Context: an optimization exercise on an open-source flow, tuned for small area. The choices shown serve that exercise and are no tape-out recipe. Only simulation tests tie the RTL to the original design; equivalence was not proved. No activity file was given, so power comes from the tool's default toggle rates.

==> flow/design.v (excerpt) <==
module synth #(
    parameter integer BITWIDTH    = 24,
    parameter integer FIXED_POINT = 8,
    parameter integer FREQ_WIDTH  = 16,
    parameter integer AMP_WIDTH   = 16,
    parameter integer NUM_UNITS   = 8
    )
    (
        input  wire                            aud_freq,  
        input  wire [NUM_UNITS-1:0]            trigger,
        output wire [NUM_UNITS-1:0]            ch_in_use,
        input  wire [FREQ_WIDTH*NUM_UNITS-1:0] vco_freq_in,
        input  wire [2*NUM_UNITS-1:0]          vco_wave_type,
        input  wire [FIXED_POINT*NUM_UNITS-1:0] vca_attack_in,
        input  wire [FIXED_POINT*NUM_UNITS-1:0] vca_decay_in,
        input  wire [FIXED_POINT*NUM_UNITS-1:0] vca_sustain_in,
        input  wire [FIXED_POINT*NUM_UNITS-1:0] vca_release_in,
        input  wire [AMP_WIDTH*NUM_UNITS-1:0]   amp_in_l,
        input  wire [AMP_WIDTH*NUM_UNITS-1:0]   amp_in_r,
        output wire i2s_mclk,
        output wire i2s_bclk,
        output wire i2s_lrck,
        output wire i2s_tx,
        input  wire ctl_clk,
        input  wire ctl_rst
    );
Size: about 3700 cells after synthesis, roughly 1200 flip-flops, ~0.040 sq mm of cells after synthesis.
==> flow/config.mk <==
export PLATFORM = sky130hd
export DESIGN_NAME = synth
export DESIGN_NICKNAME = synth
export VERILOG_FILES = /design/flow/design.v
export SDC_FILE = /design/flow/constraint.sdc
export NUM_CORES = 4
export LEC_CHECK = 0
export CAP_MARGIN = 20
export CORE_MARGIN = 2
export CORE_UTILIZATION = 40
export CTS_CLUSTER_DIAMETER = 100
export CTS_CLUSTER_SIZE = 24
export SLEW_MARGIN = 20
==> flow/constraint.sdc <==
create_clock -name core_clock -period 20.0 [get_ports {ctl_clk}]
set_input_delay 4.0000 -clock core_clock [delete_from_list [all_inputs] [get_ports {ctl_clk}]]
set_output_delay 4.0000 -clock core_clock [all_outputs]
set_load 0.01 [all_outputs]
standard.sh (not shown) runs the stock make flow with config.mk's settings and CLKGATE_MAP_FILE= SYNTH_SCRIPT=/design/flow/synth_recipe.tcl, a recipe that flattens the netlist after the stock synthesis.
==> flow/flow/run.sh <==
#!/bin/bash
# Layout: the standard flow (standard.sh) with two changes:
#  - synthesis: flow/my_synth.tcl wraps synth_recipe.tcl, changing only the
#    ABC mapping script; adders are left to ABC (no ADDER_MAP_FILE),
#  - port buffers: every input and output port still gets a buffer, made
#    from sky130_fd_sc_hd__buf_1.
set -euo pipefail
W=$(pwd)
export FLOW_WORK=$W
export BUFFER_PORTS_ARGS="-buffer_cell sky130_fd_sc_hd__buf_1"
sed -e "s#SYNTH_SCRIPT=[^ ]*synth_recipe.tcl#SYNTH_SCRIPT=$W/flow/my_synth.tcl ADDER_MAP_FILE=#" standard.sh > my_standard.sh
grep -q "my_synth.tcl" my_standard.sh
bash my_standard.sh > standard.log 2>&1
==> flow/flow/my_synth.tcl <==
# The standard flow's synthesis (synth_recipe.tcl, sourced below) with one change: ABC maps
# the combinational logic with yosys's default ABC script, without the flow's
# area/speed script, delay target or driver/load constraints. Registers and
# everything before and after ABC are as in the standard synthesis.
proc abc {args} {
  set out {}
  set skip 0
  foreach a $args {
    if {$skip} { set skip 0; continue }
    if {$a eq "-script" || $a eq "-D" || $a eq "-constr"} { set skip 1; continue }
    lappend out $a
  }
  yosys abc {*}$out
}
source $::env(FLOW_WORK)/synth_recipe.tcl
The baseline went through all stages and came out clean.
Next try:
--- a/flow/design.v
+++ b/flow/design.v
@@ -278,26 +278,24 @@
                 end
             end
             default: begin
                 es_n = 3'd0;
                 ec_n = 18'd0;
             end
         endcase
     end
     assign e_new = {es_n, ec_n};
+    reg [7:0] used_next;
     reg [7:0] used;
-    integer   k;
     always @(posedge ctl_clk) begin
+        if (p40) used_next[vi] <= (es_n != 3'd0);
         if (!arst) used <= 8'd0;
-        else if (aud_en) begin
-            for (k = 0; k < 8; k = k + 1)
-                used[(14 - k) % 8] <= (ring_e[21*k+18 +: 3] != 3'd0);
-        end
+        else if (aud_en) used <= used_next;
     end
     assign ch_in_use = used;
     reg        chg_reg, aclk_chg;
     always @(posedge ctl_clk) begin
         if (!arst) begin
             chg_reg  <= 1'b0;
             aclk_chg <= 1'b0;
         end else if (bclk_rise) begin
             chg_reg  <= lrck_r;
Outcome: Sequential power barely changes. Setup slack degrades by 0.83 ns. Critical path depth goes up by 3. Non-clock buffer count is lower by 1. Synthesized area rises slightly. Wire length shrinks by a few percent.

==> separate check: timing with driven ports <==
In the flow no input, the clock included, has a driving cell. The finished layouts below were timed again as built, in two steps.
Step 1 assumes that a clkbuf_16 drives the clock port and a buf_2 every other input.
Step 2 moves the port delays by t, midway between the first and last clock arrival at a register: inputs arrive t later, outputs are due t later. That takes back most of the time a late clock gives input paths.
a / b / c = no drivers / after step 1 / after step 2; a / b = the first two.
| run | t (ns) | slack for setup (ns) | hold slack, ns | latest minus earliest clock arrival (ns) |
|---|---|---|---|---|
| the first run | 0.709 | 9.744 / 9.789 / 9.081 | 0.315 / 0.315 / 0.315 | 0.044 / 0.043 |
| the second run | 0.710 | 8.913 / 8.960 / 8.250 | 0.311 / 0.311 / 0.311 | 0.033 / 0.033 |
After both steps setup and hold are still met in every run listed.
